What follows belongs to an exercise in optimizing a design on an open flow for small area, a short achievable clock period and few clock cycles; a production flow would make more cautious choices.
In this exercise RTL edits were held to simulation tests only and were not proved equivalent to the original.
Power figures rest on the tool's default switching activity, not on a simulated workload.

==> design.v <==
`timescale 1ns/10ps
module  ATCONV(
	input		clk,
	input		reset,
	output	reg	busy,
	input		ready,
	output reg	[11:0]	iaddr,
	input signed [12:0]	idata,
	output	reg 	cwr,
	output  reg	[11:0]	caddr_wr,
	output reg 	[12:0] 	cdata_wr,
	output	 	crd,
	output 	[11:0] 	caddr_rd,
	input 	[12:0] 	cdata_rd,
	output reg 	csel
	);
assign crd = 1'b0;
assign caddr_rd = 12'd0;
localparam [12:0] BIAS = 13'h1FF4;    
localparam [12:0] NBIAS = 13'h000C;   
reg        done;       
reg        ending;     
reg  [5:0] bi;         
reg        g;          
reg  [1:0] ph;         
reg        vm1;        
wire [5:0] x = iaddr[5:0];
wire active = busy & ~ending | ~busy & ~done & ready;
reg  [5:0] bi_n;
reg        g_n, vm1_n;
reg  [1:0] ph_n;
reg  [5:0] x_n;
always @(*) begin
	bi_n = bi; g_n = g; ph_n = ph + 2'd1; x_n = x; vm1_n = vm1;
	if (ph == 2'd2) begin
		ph_n = 2'd0;
		g_n = ~g;
		if (g) begin
			if (vm1)
				vm1_n = 1'b0;
			else if (x == 6'd63) begin
				x_n = 6'd0;
				vm1_n = 1'b1;
				bi_n = bi + 6'd1;
			end else
				x_n = x + 6'd1;
		end
	end
end
wire [4:0] bim = bi_n[4:0];
reg  [5:0] row_n;
always @(*) begin
	case (ph_n)
		2'd0:    row_n = (bim == 5'd0)  ? 6'd0  : {bim - 5'd1, g_n};
		2'd1:    row_n = {bim, g_n};
		default: row_n = (bim == 5'd31) ? 6'd63 : {bim + 5'd1, g_n};
	endcase
end
reg d_top, d_mid, d_bot;   
reg d_fl;                  
reg d_vm1;                 
reg d_v1;                  
reg d_bi0;                 
reg f_valid;               
always @(posedge clk) begin
	if (reset) begin
		busy <= 1'b0;
		done <= 1'b0;
		bi <= 6'd0;
		g <= 1'b0;
		ph <= 2'd0;
		vm1 <= 1'b1;
		iaddr <= 12'd0;
		d_top <= 1'b0; d_mid <= 1'b0; d_bot <= 1'b0;
		d_fl <= 1'b0; d_vm1 <= 1'b0; d_v1 <= 1'b0; d_bi0 <= 1'b0;
		f_valid <= 1'b0;
	end else begin
		if (~busy & ~done & ready) busy <= 1'b1;
		if (active) begin
			bi <= bi_n; g <= g_n; ph <= ph_n; vm1 <= vm1_n;
			iaddr <= {row_n, x_n};
		end
		d_top <= active & (ph == 2'd0);
		d_mid <= active & (ph == 2'd1);
		d_bot <= active & (ph == 2'd2);
		d_fl  <= vm1 | (x == 6'd0);
		d_vm1 <= vm1;
		d_v1  <= ~vm1 & (x == 6'd1);
		d_bi0 <= (bi == 6'd0);
		if (d_bot)
			f_valid <= d_fl ? ~d_bi0 : ~d_v1;
		if (ending) begin
			busy <= 1'b0;
			done <= 1'b1;
		end
	end
end
reg  [12:0] dreg;
reg  [12:7] dreg_h;        
always @(posedge clk) begin
	dreg <= idata;
	dreg_h <= dreg[12:7];
end
reg d_top_h, d_mid_h, d_fl_h, d_vm1_h;
always @(posedge clk) begin
	d_top_h <= d_top;
	d_mid_h <= d_mid;
	d_fl_h  <= d_fl;
	d_vm1_h <= d_vm1;
end
reg  [12:0] sf0, sf1, sf2, sf3;
reg  [12:0] pf0, pf1, pf2, pf3;
reg  [12:0] acc_s, acc_c, acc_o;
reg         cy_s, cy_c, cy_o;   
wire [12:0] sterm = d_mid ? {2'b0, dreg[12:2]} : {4'b0, dreg[12:4]};
wire [12:0] nsterm = ~sterm;
wire [12:0] cterm = d_mid ? dreg : ~{3'b0, dreg[12:3]};
wire [12:0] left  = d_fl ? sf3 : sf1;
wire [12:0] o_add = ~d_fl ? nsterm :
                    d_top ? (d_vm1 ? sf3 : sf1) :
                    d_mid ? NBIAS : 13'd0;
wire [12:0] dh      = {dreg_h, 7'd0};
wire [12:0] sterm_h = d_mid_h ? {2'b0, dh[12:2]} : {4'b0, dh[12:4]};
wire [12:0] nsterm_h = ~sterm_h;
wire [12:0] cterm_h = d_mid_h ? dh : ~{3'b0, dh[12:3]};
wire [12:0] left_h  = d_fl_h ? sf3 : sf1;
wire [12:0] o_add_h = ~d_fl_h ? nsterm_h :
                      d_top_h ? (d_vm1_h ? sf3 : sf1) : 13'd0;
wire [7:0] s_lo = (d_top ? BIAS[6:0] : acc_s[6:0]) + nsterm[6:0] + 8'd1;
wire [7:0] c_lo = (d_top ? left[6:0] : acc_c[6:0]) + cterm[6:0] + {6'd0, ~d_mid};
wire [7:0] o_lo = (d_top ? pf1[6:0]  : acc_o[6:0]) + o_add[6:0] + {6'd0, ~d_fl};
wire [5:0] s_hi = (d_top_h ? BIAS[12:7]  : acc_s[12:7]) + nsterm_h[12:7] + {5'd0, cy_s};
wire [5:0] c_hi = (d_top_h ? left_h[12:7] : acc_c[12:7]) + cterm_h[12:7] + {5'd0, cy_c};
wire [5:0] o_hi = (d_top_h ? pf1[12:7]   : acc_o[12:7]) + o_add_h[12:7] + {5'd0, cy_o};
always @(posedge clk) begin
	{cy_s, acc_s[6:0]} <= s_lo;
	{cy_c, acc_c[6:0]} <= c_lo;
	{cy_o, acc_o[6:0]} <= o_lo;
	acc_s[12:7] <= s_hi;
	acc_c[12:7] <= c_hi;
	acc_o[12:7] <= o_hi;
end
wire finish = busy & d_top;
reg  finish_h;
always @(posedge clk) finish_h <= finish;
always @(posedge clk) begin
	if (finish) begin
		sf0[6:0] <= sf1[6:0]; sf1[6:0] <= sf2[6:0]; sf2[6:0] <= sf3[6:0]; sf3[6:0] <= acc_s[6:0];
		pf0[6:0] <= pf1[6:0]; pf1[6:0] <= pf2[6:0]; pf2[6:0] <= pf3[6:0]; pf3[6:0] <= acc_c[6:0];
	end
	if (finish_h) begin
		sf0[12:7] <= sf1[12:7]; sf1[12:7] <= sf2[12:7]; sf2[12:7] <= sf3[12:7]; sf3[12:7] <= acc_s[12:7];
		pf0[12:7] <= pf1[12:7]; pf1[12:7] <= pf2[12:7]; pf2[12:7] <= pf3[12:7]; pf3[12:7] <= acc_c[12:7];
	end
end
reg  [11:0] mx;
reg         wr0_h, l1;
wire        wr0 = finish & f_valid & ~ending;
wire [11:0] l0v = acc_o[12] ? 12'd0 : {acc_o[11:7], cdata_wr[6:0]};
always @(posedge clk) begin
	if (reset) begin
		cwr <= 1'b0;
		csel <= 1'b1;
		caddr_wr <= 12'h3FF;
		wr0_h <= 1'b0;
		l1 <= 1'b0;
		ending <= 1'b0;
	end else begin
		wr0_h <= wr0;
		l1 <= wr0_h & ~csel & ~caddr_wr[6] & caddr_wr[0];
		cwr <= wr0_h | l1;
		if (wr0)
			cdata_wr[6:0] <= acc_o[6:0];
		if (wr0_h) begin
			cdata_wr <= {1'b0, l0v};
			csel <= 1'b0;
			if (csel)
				caddr_wr <= {caddr_wr[9:5] + {4'd0, &caddr_wr[4:0]}, 1'b0, caddr_wr[4:0] + 5'd1, 1'b0};
			else if (~caddr_wr[6])
				caddr_wr[6] <= 1'b1;
			else begin
				caddr_wr[6] <= 1'b0;
				caddr_wr[0] <= 1'b1;
			end
		end else if (l1) begin
			cdata_wr <= {{1'b0, mx[11:4]} + {8'd0, mx[3:0] != 4'd0}, 4'd0};
			csel <= 1'b1;
			caddr_wr <= {2'b00, caddr_wr[11:7], caddr_wr[5:1]};
			if ((&caddr_wr[11:7]) & (&caddr_wr[5:1])) ending <= 1'b1;
		end
	end
end
always @(posedge clk) begin
	if (wr0_h & (csel | (l0v > mx)))
		mx <= l0v;
end
endmodule
==> run.sh <==
#!/bin/bash
# synth_recipe.tcl (not shown) runs the flow's synth.tcl, then flattens the netlist and writes it again
# the make line also repeats each setting of config.mk as NAME=value (left out here)
make -C /OpenROAD-flow-scripts/flow DESIGN_CONFIG=/design/flow/config.mk WORK_HOME=/design/flow/orfs CLKGATE_MAP_FILE= SYNTH_SCRIPT=/design/flow/synth_recipe.tcl finish
==> config.mk <==
export PLATFORM = sky130hd
export DESIGN_NAME = ATCONV
export DESIGN_NICKNAME = ATCONV
export VERILOG_FILES = /design/flow/design.v
export SDC_FILE = /design/flow/constraint.sdc
export NUM_CORES = 4
export LEC_CHECK = 0
export CAP_MARGIN = 20
export CORE_MARGIN = 2
export CORE_UTILIZATION = 40
export PLACE_DENSITY = 0.6
export SETUP_SLACK_MARGIN = 3.0
export SLEW_MARGIN = 20
==> constraint.sdc <==
create_clock -name core_clock -period 5.0 [get_ports {clk}]
set_input_delay 1.0000 -clock core_clock [delete_from_list [all_inputs] [get_ports {clk}]]
set_output_delay 1.0000 -clock core_clock [all_outputs]
set_load 0.01 [all_outputs]
==> results of run 1 <==
[cell type report]
class	instances	share of cell area, %
clock buffers	29	4.84
multi-input cells	590	37.3
inverters	51	1.45
clock inverters	17	1.41
flip-flops and latches	218	41.1
well taps	324	3.01
repair buffers	173	10.9
[registers in the layout, summed over array words and instances, names as in the netlist, 2 cells and up]
| signal | count |
|---|---|
| caddr_wr | 12 |
| ph | 2 |
| mx | 12 |
| iaddr | 12 |
| dreg_h | 6 |
| bi | 6 |
| pf2 | 13 |
| sf1 | 13 |
| dreg | 13 |
| sf3 | 13 |
| acc_c | 13 |
| acc_o | 13 |
| sf2 | 13 |
| acc_s | 13 |
| pf1 | 13 |
| pf3 | 13 |
| cdata_wr | 13 |
[power groups by stage]
stage	Combinational (mW)	Sequential [mW]	Clock, mW
after detailed placement	1.14	2.37	0
final	1.51	2.29	1.85
after global routing	1.70	2.33	1.96
after global placement	1.10	2.36	0
after CTS	1.37	2.30	1.90
after floorplan	0.990	2.29	0
[worst max-delay path: stages, from the launching register on]
cell and delay (ns):
dfxtp_4 0.43, buf_4 0.16, buf_4 0.12, nor2b_2 0.04, a21oi_1 0.25, a21o_1 0.20, ha_1 0.26, a21boi_1 0.15
o21a_1 0.18, nor2_2 0.11, o21bai_1 0.08, a21o_1 0.18
[cells in the final DEF, fill, tap and decap left out, drive strengths merged, types with 4 or more instances in the layout]
cell type,n
o21ai,39
clkbuf,29
nand2b,27
inv,51
nor4,5
dfxtp,115
nand3,18
nor2b,29
conb,13
or2,8
nor2,78
xor2,17
a31oi,4
o21bai,8
nand4,6
ha,54
a21o,17
nand2,48
fa,11
mux2i,41
clkinvlp,4
edfxtp,103
buf,158
clkinv,9
bufinv,4
xnor2,38
a21oi,56
a211oi,10
mux2,18
clkdlybuf4s50,13
nor3,7
a211o,4
[path summary, 6_finish.rpt]
kind | startpoint | endpoint | slack, ns | cells after the start
max | d_mid | cy_o | 2.72 | 11
min reg2reg | dreg[11] | dreg_h[11] | 0.33 | 0
max reg2reg | d_mid | cy_o | 2.72 | 11
min | dreg[11] | dreg_h[11] | 0.33 | 0
[per-stage QoR]
stage	std cells	power [mW]	util, %	hold WS (ns)	worst slack, ns
global route	1402	5.99	55.0	0.346	2.62
finish	1402	5.65	55.0	0.326	2.72
detailed placement	1241	3.51	44.8	0.315	2.00
global placement	1241	3.47	44.8	0.313	2.01
CTS	1373	5.56	52.2	0.334	2.70
floorplan	900	3.28	-	0.310	2.70
[metal layers]
layer,vias to the layer above,routed length (µm),GRT usage (%)
met5,-,0,0
met4,0,450,4.02
met3,35,778,2.35
met2,122,9390,24.7
met1,3158,10000,21.5
li1,3442,-,-
[timing repair]
action | in CTS | in global routing
hold endpoints to repair | 0 | 0
setup buffers | 84 | 28
cloned | 2 | 1
pin swaps | 50 | 65
setup endpoints to repair | 167 | 88
resized for setup | 320 | 96
[kinds of logic (layout without fill, tap and decap cells)]
logic type,Yosys count,in the layout,synth area share (%)
XOR/XNOR,54,55,4.80
AND/OR/NAND/NOR,240,241,12.4
buffers and inverters,95,270,4.19
adder cells (fa/ha/maj),65,65,8.95
AO/OA/AOI/OAI,156,157,9.58
flip-flops,218,218,53.9
other,1,13,0.0375
multiplexers,59,59,6.13
==> results.yml, run 1 <==
run_status:
  status: "timing/DRC/antenna clean"
global_routing:
  gr-total-overflow: 0
  antenna_found_initial: 0
  grt_pass1_wl_um: 32900
  grt_util_all_layers_pct: 15.3
  grt_pass1_vias: 6588
  grt_max_degree: 45
route:
  routed_wl_um: 20600
  ant_nets: 0
  drt_first_iter_violations: 315
  dr.pass1.iters: 5
  via_count: 6757
  avgViaCountPerCell: 4.82
  drc_errors: 0
  wl_per_cell_um: 14.7
placed_design:
  post_dp_cell_area_um2: 11000
  gp_congestion: 0.799
  hpwlAfterDp_um: 12500
  portBuffers: 55
power_and_ir_drop:
  p_leak_nw: 5.43
  switchingPower_mw: 1.56
  ir_drop_mv: 0.308
  clkPwrFrac_pct: 32.8
  power_frac_seq_pct: 40.6
  pwr-share-comb_pct: 26.7
  internal_power_mw: 4.09
  power_density_nw_per_um2: 420
  swShare_pct: 27.6
layout:
  fillers: 2052
  fin_area_um2: 13500
  synthToLayoutAreaGrowth_pct: 34.5
  n_antenna_cell: 0
  multi_input_area_um2: 5010
  nNetsFinal: 1153
  seqCellArea_um2: 5530
  layout-drive-gt1-share_pct: 36.8
sta:
  fmaxAchievable_ghz: 0.439
  setup_viol_count_final: 0
  rsz0062_at_grt: "yes"
  finClkSkew_ns: 0.0133
  report.final.slew_viol_count: 0
  fin_crit_sh_pct: 45.5
  worst_pin_slew_ns: 0.560
  tns_ns: 0
  period_needed_ns: 2.28
  hold_viol: 0
  slew_headroom_pct: 62.6
setup_path:
  path_max_fanout: 7
  start_kind: "flip-flop"
  worst_ep_arrival_time_ns: 2.68
  crit_required_ns: 5.40
  worst_setup_path_end_kind: "flip-flop"
  critPathKind: "reg2reg"
logic_synthesis:
  synth-async-reset-ratio_pct: 0
  synthMostInstantiatedCell: "dfxtp_1"
  yosysSeqAreaShare_pct: 53.9
  ys_ff_latch: 218
  yosysTopAreaCellShare_pct: 30.9
  synth_top_flop_cell: "dfxtp_1"
  synth_cell_types: 55
  yosys-top-cells-count: "dfxtp_1, edfxtp_1, nor2_1, a21oi_1, ha_1"
  synthTopCellsByArea: "edfxtp_1, dfxtp_1, ha_1"
  yosys.area.top_type: "edfxtp_1"
  synth_edf_count: 103
  avgSynthCellArea_um2: 11.3
  syn_inst: 888
  ys_warn_count: 1
  syn_area_um2: 10000
clock_tree:
  clk_pin_slew_worst_paths_ns: 0.06
  hold_buffers: 0
  cts_sinks: 218
  clock_path_buffers: 3
  clock-root-buffer: "clkbuf_16"
  cts_buffers: 25
  cts_tree: "yes"
  cts_max_level: 1
  clock_latency_ns: 0.52
die:
  ioPinCount: 82
  start_util_pct: 40.9
  fp.dieW_um: 162
  rows: 57
  die_h_um: 162
  die_area_um2: 26300
  core-area_um2: 24500
run:
  cap_violations: 0
worst_hold_path:
  hp-class: "reg2reg"
Testbench counts, summed over its fixed seeds: cycles 199,952.
==> run 2, diff against run 1 <==
--- a/config.mk
+++ b/config.mk
@@ -10,4 +10,4 @@
 export CORE_UTILIZATION = 40
 export PLACE_DENSITY = 0.6
-export SETUP_SLACK_MARGIN = 3.0
+export SETUP_SLACK_MARGIN = 2.7
 export SLEW_MARGIN = 20
==> results.yml, run 2 <==
setup_path:
  critPathKind: "reg2reg"
  crit_path_frequent_cell: "a21o_1"
  worst_setup_path_end_kind: "flip-flop"
  rrSetupSlack_ns: 2.72
  reg2reg_depth: 10
  cp_slowest_cell: "dfxtp_4"
  cp_cell_sequence: "buf_4 -> nor2b_1 -> a21oi_1 -> a21o_1 -> ha_1 -> a21boi_1 -> o21a_1 -> nor2_2 -> o21bai_1 -> a21o_1"
  cp_slowest_stage_delay_ns: 0.43
  crit_required_ns: 5.39
  worst_ep_arrival_time_ns: 2.68
  path_max_fanout: 7
  start_kind: "flip-flop"
layout:
  final_common_cell: "edfxtp_1"
  n_antenna_cell: 0
  nNetsFinal: 1076
  mostFrequentLayoutCells: "edfxtp_1, dfxtp_1, nor2_1, ha_1, inv_1"
  layout-drive-gt1-share_pct: 20.4
  fin_area_um2: 12300
  synthToLayoutAreaGrowth_pct: 22.5
logic_synthesis:
  synth_top_flop_cell: "dfxtp_1"
  synth_cell_types: 55
  synth-async-reset-ratio_pct: 0
  synthTopCellsByArea: "edfxtp_1, dfxtp_1, ha_1"
  syn_area_um2: 10000
  synthMostInstantiatedCell: "dfxtp_1"
  syn_inst: 888
  yosysTopAreaCellShare_pct: 30.9
  yosys-top-cells-count: "dfxtp_1, edfxtp_1, nor2_1, a21oi_1, ha_1"
  yosysSeqAreaShare_pct: 53.9
  yosys.area.top_type: "edfxtp_1"
  synth_edf_count: 103
  ys_warn_count: 1
  avgSynthCellArea_um2: 11.3
  ys_ff_latch: 218
power_and_ir_drop:
  ir_drop_mv: 0.264
  clkPwrFrac_pct: 33.5
  internal_power_mw: 3.86
  power_mw: 5.30
  power_frac_seq_pct: 43.6
  pwr-share-comb_pct: 22.9
  switchingPower_mw: 1.44
  swShare_pct: 27.2
  p_leak_nw: 4.95
  power_density_nw_per_um2: 432
sta:
  setup_ws_ns: 2.72
  worst_pin_slew_ns: 0.586
  tns_ns: 0
  period_needed_ns: 2.28
  report.final.slew_viol_count: 0
  setup_viol_count_final: 0
  fin_crit_sh_pct: 45.7
  finClkSkew_ns: 0.00966
  rsz0062_at_grt: "yes"
  hold_slack_ns: 0.328
  slew_headroom_pct: 60.9
  fmaxAchievable_ghz: 0.438
  hold_viol: 0
die:
  fp.dieW_um: 162
  die_h_um: 162
  ioPinCount: 82
  start_util_pct: 40.9
  core-area_um2: 24500
  rows: 57
  die_area_um2: 26300
clock_tree:
  clock-root-buffer: "clkbuf_16"
  cts_max_level: 1
  cts_tree: "yes"
  cts_buffers: 24
  cts_sinks: 218
  clock_path_buffers: 3
  clock_latency_ns: 0.51
  clk_pin_slew_worst_paths_ns: 0.06
run_status:
  status: "timing/DRC/antenna clean"
route:
  dr.pass1.iters: 5
  drt_first_iter_violations: 437
  avgViaCountPerCell: 4.84
  drc_errors: 0
  routed_wl_um: 19000
  via_count: 6403
  ant_nets: 0
  wl_per_cell_um: 14.4
global_routing:
  grt_util_all_layers_pct: 14.2
  antenna_found_initial: 0
  gr-total-overflow: 0
  grt_pass1_vias: 6106
  grt_max_degree: 45
  grt_pass1_wl_um: 30700
placed_design:
  portBuffers: 55
  hpwlAfterDp_um: 12500
  dpl_worst_slack_ns: 1.89
  post_dp_cell_area_um2: 10900
  gp_congestion: 0.808
worst_hold_path:
  hold_depth: 0
  hp-class: "reg2reg"
run:
  cap_violations: 0
[run 2: worst paths after layout]
path                                from          to
worst min register to register  dreg[12]  dreg_h[12]
worst min-delay path            dreg[12]  dreg_h[12]
worst max-delay path               d_mid        cy_o
worst max register to register     d_mid        cy_o
[run 2: per-stage QoR]
stage / std cells / utilization, %
2_1_floorplan: 900 / -
3_3_place_gp: 1240 / 44.4
3_5_place_dp: 1240 / 44.4
4_1_cts: 1308 / 48.7
5_1_grt: 1324 / 50.1
6_report: 1324 / 50.1
[run 2: kinds of logic after synthesis]
logic type,share of synthesized area [%]
and+or+nand+nor,12.4
DFF,53.9
AOI/OAI and AO/OA,9.58
buffers and inverters,4.19
adders and majority gates,8.95
muxes,6.13
xor gates and xnor gates,4.80
other,0.0375
[run 2: routing by layer]
metal | GRT usage (%) | vias up | routed length, µm
li1 | - | 3295 | -
met1 | 20.5 | 2973 | 9590
met2 | 22.4 | 104 | 8380
met3 | 2.17 | 31 | 758
met4 | 3.46 | 0 | 299
met5 | 0 | - | 0
[run 2: power groups by stage]
| stage | clock [mW] | sequential [mW] | combinational (mW) |
|---|---|---|---|
| after floorplan | 0 | 2.29 | 0.948 |
| final | 1.77 | 2.31 | 1.21 |
| after global placement | 0 | 2.35 | 1.07 |
| after detailed placement | 0 | 2.36 | 1.11 |
| after global routing | 1.90 | 2.35 | 1.38 |
| after CTS | 1.82 | 2.31 | 1.16 |
[run 2: critical path, delay by kind of cell, from the launching register on]
family          cells  cell delay, ns
simple gates        2            0.19
compound gates      6            1.13
fa+ha+maj           1            0.26
flops               1            0.43
buf+inv             1            0.16
[run 2: layout make-up]
class | count | area [µm²]
Sequential cell | 218 | 5470
Clock inverter | 8 | 67.6
Tap cell | 324 | 405
Fill cell | 2184 | 12200
Clock buffer | 36 | 749
Multi-Input combinational cell | 588 | 4520
Timing Repair Buffer | 99 | 862
Inverter | 51 | 191
[run 2: what timing repair did]
action                     4_1_cts  5_1_grt
cloned                           0        1
hold endpoints to repair         0        0
setup endpoints to repair      102       37
pin swaps                        9       22
resized for setup               96       61
buffers inserted                24       15
hold buffers                     0        0

[afterwards: timing with drivers on the ports]
The results above use ideal ports. As a check the final layouts listed here were re-extracted and re-timed, cells and wires unchanged. Step 1 (the two cells are an assumption about what drives the block):
set clk [get_ports {clk}]
set_driving_cell -lib_cell sky130_fd_sc_hd__clkbuf_16 $clk
set_driving_cell -lib_cell sky130_fd_sc_hd__buf_2 [delete_from_list [all_inputs] $clk]
Step 2 times the ports against the registers' clock, not the clock port: input delays grow and output delays shrink by t, the midpoint of the rising clock arrivals with the driver on. Three values: no drivers, after step 1, after step 2; two values: the first two.
run | t, ns | setup slack, ns | hold WS [ns] | worst setup path after step 2 | cell pins on the clock port's net
run 1 | 0.559 | 2.723 / 2.723 / 2.558 | 0.326 / 0.326 / 0.326 | input to register | 1
run 2 | 0.541 | 2.715 / 2.679 / 2.232 | 0.328 / 0.328 / 0.328 | input to register | 1
After both steps setup and hold are still met in every run listed. The setup slack of run 2, which loses most, moves by -0.036 ns with the drivers and by -0.483 ns with both steps.
